From an optimization exercise on the open Yosys and OpenROAD flow, aimed at small area, a short achievable clock period and few clock cycles per item; shortcuts taken in it are not production practice. Only simulation tests tie the RTL to the original design; equivalence was not proved.

==> flow/design.v (outline; a module is shown in full before it is edited, if it fits) <==
// module ntt_top: 1447 lines
// module ntt_fa: 4 lines
// module ntt_ha: 4 lines
// module ntt_a211o_1: 3 lines
// module ntt_a21o_1: 3 lines
// module ntt_a221o_1: 3 lines
// module ntt_a22o_1: 3 lines
// module ntt_a311oi_1: 3 lines
// module ntt_a31oi_1: 3 lines
// module ntt_a32o_1: 3 lines
// module ntt_a32oi_1: 3 lines
// module ntt_and2_0: 3 lines
// module ntt_and2_1: 3 lines
// module ntt_and3_1: 3 lines
// module ntt_inv_1: 3 lines
// module ntt_nand2_1: 3 lines
// module ntt_nand2b_1: 3 lines
// module ntt_nand3_1: 3 lines
// module ntt_nand4_1: 3 lines
// module ntt_nor2_1: 3 lines
// module ntt_o211a_1: 3 lines
// module ntt_o21a_1: 3 lines
// module ntt_o21ai_0: 3 lines
// module ntt_o221a_1: 3 lines
// module ntt_o22a_1: 3 lines
// module ntt_o22ai_1: 3 lines
// module ntt_o311ai_0: 3 lines
// module ntt_or2_0: 3 lines
// module ntt_or3_1: 3 lines
// module ntt_xnor2_1: 3 lines
// module ntt_xor2_1: 3 lines
module ntt_top (
  input  wire        clk, rst, start,
  input  wire [15:0] din0, din1, din2, din3, din4, din5, din6, din7, din8, din9, din10, din11, din12, din13, din14, din15,
  output wire [15:0] dout0, dout1, dout2, dout3, dout4, dout5, dout6, dout7, dout8, dout9, dout10, dout11, dout12, dout13, dout14, dout15,
  output wire        done
);
  // ...
==> flow/flow/run.sh <==
#!/bin/bash
# The standard layout (standard.sh: the standard flow's synthesis and ORFS flow), with two
# placement options changed:
#  - port buffers are sky130_fd_sc_hd__buf_1 instead of the default pick;
#  - the constant-0 outputs share tie cells instead of one tie cell per port.
set -euo pipefail
bash standard.sh \
  "BUFFER_PORTS_ARGS=-buffer_cell sky130_fd_sc_hd__buf_1" \
  SKIP_REPAIR_TIE_FANOUT=1 \
  finish > standard_flow.log 2>&1
==> flow/standard.sh <==
#!/bin/bash
# synth_recipe.tcl (not shown) runs the flow's synth.tcl, then flattens the netlist and writes it again
# the make line also repeats each setting of config.mk as NAME=value (left out here)
make -C /OpenROAD-flow-scripts/flow DESIGN_CONFIG=/design/flow/config.mk WORK_HOME=/design/flow/orfs CLKGATE_MAP_FILE= SYNTH_SCRIPT=/design/flow/synth_recipe.tcl "${@:-finish}"
==> flow/config.mk <==
export PLATFORM = sky130hd
export DESIGN_NAME = ntt_top
export DESIGN_NICKNAME = ntt_top
export VERILOG_FILES = /design/flow/design.v
export SDC_FILE = /design/flow/constraint.sdc
export NUM_CORES = 8
export LEC_CHECK = 0
export CAP_MARGIN = 20
export CORE_MARGIN = 2
export CORE_UTILIZATION = 30
export CTS_BUF_LIST = sky130_fd_sc_hd__clkbuf_8
export SETUP_SLACK_MARGIN = 2.0
export SLEW_MARGIN = 20
export SYNTH_HIERARCHICAL = 1
export SYNTH_MINIMUM_KEEP_SIZE = 0
==> flow/constraint.sdc <==
create_clock -name core_clock -period 22.0 [get_ports {clk}]
set_input_delay 4.4000 -clock core_clock [delete_from_list [all_inputs] [get_ports {clk}]]
set_output_delay 4.4000 -clock core_clock [all_outputs]
set_load 0.01 [all_outputs]
==> flow_summary.yaml, run 1 <==
status:
  status: "finished clean"
layout:
  final_cell_mix: "352 x fa_1, 294 x inv_1, 162 x buf_1, 109 x nand2_1, 80 x dfxtp_1"
  final_nets: 1885
  syn2layout_area_growth_pct: 1.94
  seq_cells: 80
  largestClassByArea: "multi-input gates"
  top_regs: "res (80)"
  finalInstanceArea_um2: 13300
  fin_util_pct: 30.9
  regArea_um2: 1600
  multi_input_area_share_pct: 67.7
  top_register: "res"
sta:
  rsz0062_at_grt: "no"
  drv_slew: 0
  setup_violations: 0
  worstMarginPinSlew_ns: 0.690
  fmax_mhz: 57.9
detailed_routing:
  route.detailed.drc: 0
  wl_met2_um: 15900
  wl_per_cell_um: 17.3
  vias_per_cell: 4.25
worst_setup_path:
  path_buf_inv: 10
  crit_family: "adder cells"
  r2r_cells: 2
  crit_start: "din3[0]"
grt:
  met2_usage_pct: 26.7
  grt-ovfl-total: 0
cts:
  cts_buffers: 9
placement:
  dpl_cell_area_um2: 13100
yosys:
  yosys_warnings: 9
  yosysTopAreaCell: "fa_1"
  synthArstFlopShare_pct: 0
die:
  core-area_um2: 43000
  initial_core_util_pct: 30.3
Testbench counts, summed over its fixed seeds: cycles 2,400, items 2,400.
==> run 2, diff against run 1 <==
--- a/flow/config.mk
+++ b/flow/config.mk
@@ -9,7 +9,7 @@
 export CORE_MARGIN = 2
 export CORE_UTILIZATION = 30
 export CTS_BUF_LIST = sky130_fd_sc_hd__clkbuf_8
-export SETUP_SLACK_MARGIN = 2.0
+export SETUP_SLACK_MARGIN = 5.0
 export SLEW_MARGIN = 20
 export SYNTH_HIERARCHICAL = 1
 export SYNTH_MINIMUM_KEEP_SIZE = 0
==> run 2 against run 1 <==
Compared with the run above:
- still clean on timing, DRC and antenna
- design area increased by 2.9%
- critical endpoint is now dout3[0]
- sequential share of layout area fell by 0.34 points
- synthesized cell count did not move
- register-to-register slack hardly changed
- clock skew unchanged
- sequential cell count stayed put
- area after synthesis did not move
==> flow_summary.yaml, run 2 <==
sta:
  rsz0062_at_grt: "yes"
  tns_ns: 0
  hold_viol: 0
  setup_violations: 0
  slew_headroom_pct: 52.7
  drv_slew: 0
  finalCriticalPeriod_ns: 16.71
  fin_worst_skew_ns: 0
  hold_slack_ns: 0.457
  fmax_mhz: 59.8
  worstMarginPinSlew_ns: 0.710
  fin_crit_sh_pct: 76.0
detailed_routing:
  vias: 7886
  antenna_left: 0
  vias_per_cell: 4.25
  route.detailed.drc: 0
  routed_wl_um: 32200
  first_pass_iters: 7
  wl_per_cell_um: 17.4
  drt_iter0_drc: 291
yosys:
  synthArstFlopShare_pct: 0
  yosys_warnings: 9
  yosysTopAreaCellShare_pct: 54.1
  syn_avg_cell_area_um2: 10.4
  synth_most_common_cell: "fa_1"
  synth_common_cells: "352 x fa_1, 295 x inv_1, 176 x buf_4"
  synth-main-ff-cell: "dfxtp_1"
  synthCells: 1254
  syn-cell-area_um2: 13000
  synth_edf_count: 0
  yosysTopAreaCell: "fa_1"
  synth_nets: 1885
  ys_seq_area_share_pct: 12.3
  synth_area_leaders: "fa_1 54%, dfxtp_1 12%, buf_4 10%"
  ys_ff_latch: 80
  ys_types: 33
layout:
  final_nets: 1894
  fillers: 4492
  largest_reg_flops: 80
  drive_gt1_share_pct: 11.1
  regArea_um2: 1600
  top_register: "res"
  multi_input_area_um2: 9280
  final_common_cell: "fa_1"
  final_cell_mix: "296 x fa_1, 289 x inv_1, 140 x buf_1, 108 x nand2_1, 80 x dfxtp_1"
  top_regs: "res (80)"
  syn2layout_area_growth_pct: 4.86
cts:
  insertion_delay_ns: 0.41
  clk_path_buf_depth: 2
  cts_buffers: 9
  htree_num_levels: 3
  hold_buffers: 0
  clock_sinks: 80
  cts.reportedPaths.clkPinSlew_ns: 0.09
  cts_tree: "built"
  cts_root_buffer: "clkbuf_8"
die:
  die_w_um: 212
  rows: 76
  die_area_um2: 45100
  initial_core_util_pct: 30.3
  die_height_um: 212
  core-area_um2: 43000
  ios: 516
worst_setup_path:
  r2r_start: "res[12][3]"
  r2r-end: "res[12][3]"
  crit_path_end_kind: "primary output"
  worstPathArrival_ns: 12.31
  crit_fanout: 3
  startpoint_type: "input pin"
  rrSetupSlack_ns: 21.17
  crit_type: "input pin to primary output"
  worst-endpoint-required_ns: 17.60
  r2r_cells: 2
grt:
  grtUsageTotal_pct: 15.3
  antenna_found_initial: 7
  grt_max_degree: 177
  grt_pass1_wl_um: 50600
  grt_pass1_vias: 9051
  grt-ovfl-total: 0
worst_hold_path:
  hold_depth: 2
  worstHoldStart: "res[12][0]"
  hold_end: "res[12][0]"
  min_path_type: "flop to flop"
job:
  drv_cap: 0
placement:
  io_buffers: 163
  hpwl_um: 29100
  gp_congestion: 0.910
status:
  status: "finished clean"
## run 2: cell counts after synthesis
Identical to the previous run, type by type.
## run 2: cell type report
| class | instances | area share [%] |
|---|---|---|
| repair buffers | 174 | 5.31 |
| flip-flops and latches | 80 | 11.7 |
| clock buffers | 9 | 0.907 |
| well taps | 585 | 5.36 |
| clock inverters | 7 | 0.623 |
| diodes | 1 | 0.0183 |
| multi-input cells | 703 | 67.9 |
| inverters | 295 | 8.11 |
## run 2: Yosys stat by module (local to each module, per instance), excerpt
| module | flops+latches | copies in the design | cells inside | cell area (um2) |
|---|---|---|---|---|
| ntt_ha | 0 | 9 | 1 | 12.5 |
| ntt_and2_1 | 0 | 2 | 1 | 6.26 |
| ntt_o22ai_1 | 0 | 8 | 1 | 6.26 |
| ntt_a21o_1 | 0 | 1 | 1 | 7.51 |
| ntt_a22o_1 | 0 | 6 | 1 | 8.76 |
| ntt_a221o_1 | 0 | 1 | 1 | 10.0 |
| ntt_a211o_1 | 0 | 1 | 1 | 8.76 |
| ntt_o21ai_0 | 0 | 46 | 1 | 5.00 |
| ntt_top | 80 | 1 | 551 | 4140 |
## run 2: worst max-delay path, cell delays in order
cell and delay (ns):
buf_1 0.12, fa_1 0.44, fa_1 0.38, fa_1 0.39
fa_1 0.58, fa_1 0.46, fa_1 0.51, fa_1 0.42
fa_1 0.46, fa_1 0.40, fa_1 0.40, fa_2 0.40
fa_1 0.44, fa_1 0.40, fa_1 0.39, fa_1 0.39
fa_1 0.49, nor2_1 0.14, nor2_1 0.07, a211o_1 0.30
o22ai_2 0.14, clkbuf_2 0.17
## run 2: worst max path at each step
stage / cells past startpoint / slack [ns] / to / start
2_1_floorplan: 22 / 5.59 / dout15[1] / din1[0]
6_report: 22 / 5.29 / dout3[0] / din4[0]
3_5_place_dp: 33 / 4.72 / dout13[3] / din3[0]
4_1_cts: 33 / 4.97 / dout13[3] / din3[0]
5_1_grt: 33 / 4.91 / dout5[3] / din3[0]
3_3_place_gp: 33 / 4.87 / dout13[3] / din3[0]
## run 2: through the flow
stage	utilization (%)	setup WS, ns	instances	area, um2
6_report	31.8	5.29	1854	13700
5_1_grt	31.8	4.91	1854	13700
4_1_cts	31.1	4.97	1848	13400
3_5_place_dp	30.4	4.72	1828	13100
3_3_place_gp	30.4	4.87	1828	13100
2_1_floorplan	-	5.59	1254	13000
## run 2: kinds of logic after synthesis
| group | synth area share [%] |
|---|---|
| buffers and inverters | 18.7 |
| adder cells (fa/ha/maj) | 56.0 |
| AND/OR/NAND/NOR | 7.22 |
| AO/OA/AOI/OAI | 5.43 |
| flip-flops | 12.3 |
| XOR/XNOR | 0.336 |
| other | 0.0288 |
## run 2: metal layers
metal | up-vias | share of wire, % | track usage, %
li1 | 3564 | - | -
met1 | 4087 | 42 | 18.7
met2 | 175 | 50 | 26.6
met3 | 48 | 5.5 | 3.19
met4 | 12 | 3.0 | 5.45
met5 | - | 0.23 | 0
## run 2: timing repair
action | 4_1_cts | 5_1_grt
setup endpoints to repair | 14 | 60
pin swaps | 7 | 27
cloned | 0 | 0
resized for setup | 20 | 93
buffers inserted | 4 | 5
==> run 3, diff against run 2 <==
--- a/flow/config.mk
+++ b/flow/config.mk
@@ -9,7 +9,7 @@
 export CORE_MARGIN = 2
 export CORE_UTILIZATION = 30
 export CTS_BUF_LIST = sky130_fd_sc_hd__clkbuf_8
-export SETUP_SLACK_MARGIN = 5.0
+export SETUP_SLACK_MARGIN = 4.9
 export SLEW_MARGIN = 20
 export SYNTH_HIERARCHICAL = 1
 export SYNTH_MINIMUM_KEEP_SIZE = 0
==> run 3 against run 2 <==
Compared with the run above:
- critical path type unchanged
- still clean
- area after synthesis unchanged
- global-route usage about the same
- synthesized cell count unchanged
- core utilization down 0.24 points
- sequential share of layout area increased by 0.091 points
- worst hold slack lost 0.0012 ns
- routed wire length is 0.34% lower
- critical path depth is 3 higher
- register-to-register slack hardly changed
- count of clock-buffer cells in the layout unchanged
==> flow_summary.yaml, run 3 <==
status:
  status: "finished clean"
layout:
  top_regs: "res (80)"
  final_common_cell: "fa_1"
  final_nets: 1891
  largest_reg_flops: 80
  multi_input_area_um2: 9200
  fillers: 4497
  fin_util_pct: 31.5
  syn2layout_area_growth_pct: 4.05
  final_cell_mix: "313 x fa_1, 291 x inv_1, 147 x buf_1, 108 x nand2_1, 80 x dfxtp_1"
  drive_gt1_share_pct: 8.30
  top_register: "res"
  regArea_um2: 1600
cts:
  cts.reportedPaths.clkPinSlew_ns: 0.10
  cts_buffers: 9
  insertion_delay_ns: 0.41
  clock_sinks: 80
  cts_root_buffer: "clkbuf_8"
  cts_tree: "built"
  clk_path_buf_depth: 2
  htree_num_levels: 3
grt:
  antenna_found_initial: 7
  grt_max_degree: 177
  grt_pass1_vias: 9045
  grt_pass1_wl_um: 50700
  grt-ovfl-total: 0
  grtUsageTotal_pct: 15.3
worst_setup_path:
  r2r_cells: 2
  crit_family: "adder cells"
  crit_path_end_kind: "primary output"
  cp_slowest_cell: "fa_1"
  path_buf_inv: 4
  path_depth: 25
  crit_fanout: 3
  crit_path_max_incr_delay_ns: 0.57
  startpoint_type: "input pin"
  crit_type: "input pin to primary output"
  worstPathArrival_ns: 12.42
  worst-endpoint-required_ns: 17.60
  crit_top_cell: "fa_1"
detailed_routing:
  vias_per_cell: 4.27
  routed_wl_um: 32100
  wl_per_cell_um: 17.3
  drt_iter0_drc: 332
  route.detailed.drc: 0
  antenna_left: 0
  first_pass_iters: 7
  vias: 7896
yosys:
  ys_seq_area_share_pct: 12.3
  synth_common_cells: "352 x fa_1, 295 x inv_1, 176 x buf_4"
  ys_types: 33
  synth_most_common_cell: "fa_1"
  synthArstFlopShare_pct: 0
  yosysTopAreaCell: "fa_1"
  synth_nets: 1885
  syn-cell-area_um2: 13000
  ys_ff_latch: 80
  synth_area_leaders: "fa_1 54%, dfxtp_1 12%, buf_4 10%"
  synth_edf_count: 0
  yosys_warnings: 9
  yosysTopAreaCellShare_pct: 54.1
  synthCells: 1254
  synth-main-ff-cell: "dfxtp_1"
  syn_avg_cell_area_um2: 10.4
die:
  core-area_um2: 43000
  die_w_um: 212
  die_area_um2: 45100
  die_height_um: 212
  initial_core_util_pct: 30.3
  ios: 516
  rows: 76
sta:
  fmax_mhz: 59.5
  tns_ns: 0
  hold_viol: 0
  setup_violations: 0
  worstMarginPinSlew_ns: 0.703
  finalCriticalPeriod_ns: 16.82
  hold_slack_ns: 0.456
  rsz0062_at_grt: "yes"
  fin_worst_skew_ns: 0
  drv_slew: 0
  fin_crit_sh_pct: 76.4
  slew_headroom_pct: 53.1
worst_hold_path:
  hold_depth: 2
  min_path_type: "flop to flop"
job:
  drv_cap: 0
placement:
  gp_congestion: 0.910
  hpwl_um: 29100
  io_buffers: 163
-- run 3: cell types whose count changed in the layout (fill, tap and decap cells not counted), moves of 2 or more --
cell and delta:
fa_1 +17, fa_2 -17, buf_1 +7, clkbuf_2 -4
buf_2 -3, buf_4 -3, o21ai_1 +3, o21ai_2 -3
ha_1 +2, inv_1 +2, inv_2 -2
-- run 3: stage by stage --
step	cell area, um2	setup WS [ns]	cells
floorplan	13000	5.59	1254
global placement	13100	4.87	1828
detailed placement	13100	4.72	1828
CTS	13300	4.91	1846
global route	13500	4.90	1851
finish	13500	5.18	1851
-- run 3: modules after synthesis (local to each module, per instance), a selection --
module | times used | area (um2) | flops+latches | cells inside
ntt_fa | 352 | 20.0 | 0 | 1
ntt_o221a_1 | 4 | 11.3 | 0 | 1
ntt_a221o_1 | 1 | 10.0 | 0 | 1
ntt_xor2_1 | 2 | 8.76 | 0 | 1
ntt_a211o_1 | 1 | 8.76 | 0 | 1
ntt_a21o_1 | 1 | 7.51 | 0 | 1
ntt_or3_1 | 3 | 6.26 | 0 | 1
ntt_and2_1 | 2 | 6.26 | 0 | 1
ntt_nand4_1 | 9 | 6.26 | 0 | 1
ntt_and2_0 | 1 | 6.26 | 0 | 1
ntt_nand3_1 | 20 | 5.00 | 0 | 1
ntt_nand2_1 | 109 | 3.75 | 0 | 1
-- run 3: area by class of cell --
class | instances | area share, %
multi-input combinational | 703 | 67.9
timing repair buffer | 171 | 5.13
tap | 585 | 5.40
inverter | 295 | 8.17
clock buffer | 9 | 0.914
clock inverter | 7 | 0.628
sequential | 80 | 11.8
antenna | 1 | 0.0185
-- run 3: layer usage --
layer	vias up	routed length, um	track usage (%)	part of all wire, %
li1	3559	-	-	-
met1	4096	13400	18.7	42
met2	181	15900	26.6	49
met3	48	1800	3.19	5.6
met4	12	969	5.45	3.0
met5	-	74	0	0.23
-- run 3: logic make-up after synthesis --
group,share of synthesized area (%)
DFF,12.3
and+or+nand+nor,7.22
other,0.0288
AOI/OAI and AO/OA,5.43
buffers and inverters,18.7
adders and majority gates,56.0
xor gates and xnor gates,0.336
-- run 3: path summary, 6_finish.rpt --
path                to  slack [ns]      start
min reg2reg  res[6][2]        0.46  res[6][2]
min          res[6][2]        0.46  res[6][2]
max           dout3[0]        5.18    din7[4]
max reg2reg  res[5][1]       21.16  res[5][1]
-- run 3: repair_timing --
item                                   CTS  global route
resized for setup                       10            70
buffers inserted                         2             4
setup endpoints to repair                5            46
hold buffers                             0             0
pin swaps                                2            16
endpoints found under the hold margin    0             0
-- run 3: worst register-to-register path, delay by kind of cell (launching register included) --
kind | cells | cell delay, ns
and+or+nand+nor | 1 | 0.04
DFF | 1 | 0.32
AOI/OAI and AO/OA | 1 | 0.35

what the ideal ports hide:
The results above use ideal ports. As a check the final layouts listed here were re-extracted and re-timed, cells and wires unchanged.
Step 1: set_driving_cell puts a clkbuf_16 on clk and a buf_2 on each other input, an assumption about the parent block.
Step 2, shift: input delay + t, output delay - t, t = (earliest + latest rising clock arrival at the registers) / 2. This alone moves slack from input paths to output paths.
Slacks: no drivers / after step 1 / after step 2; pairs: no drivers / after step 1.
| run | t (ns) | slack for setup (ns) | worst setup path after step 2 |
|---|---|---|---|
| run 1 | 0.456 | 4.723 / 4.687 / 4.687 | input to output |
| run 2 | 0.458 | 5.286 / 5.250 / 5.250 | input to output |
| run 3 | 0.456 | 5.181 / 5.136 / 5.136 | input to output |
After both steps setup and hold are still met in every run listed. The setup slack of run 3, which loses most, moves by -0.045 ns with the drivers and by -0.045 ns with both steps.
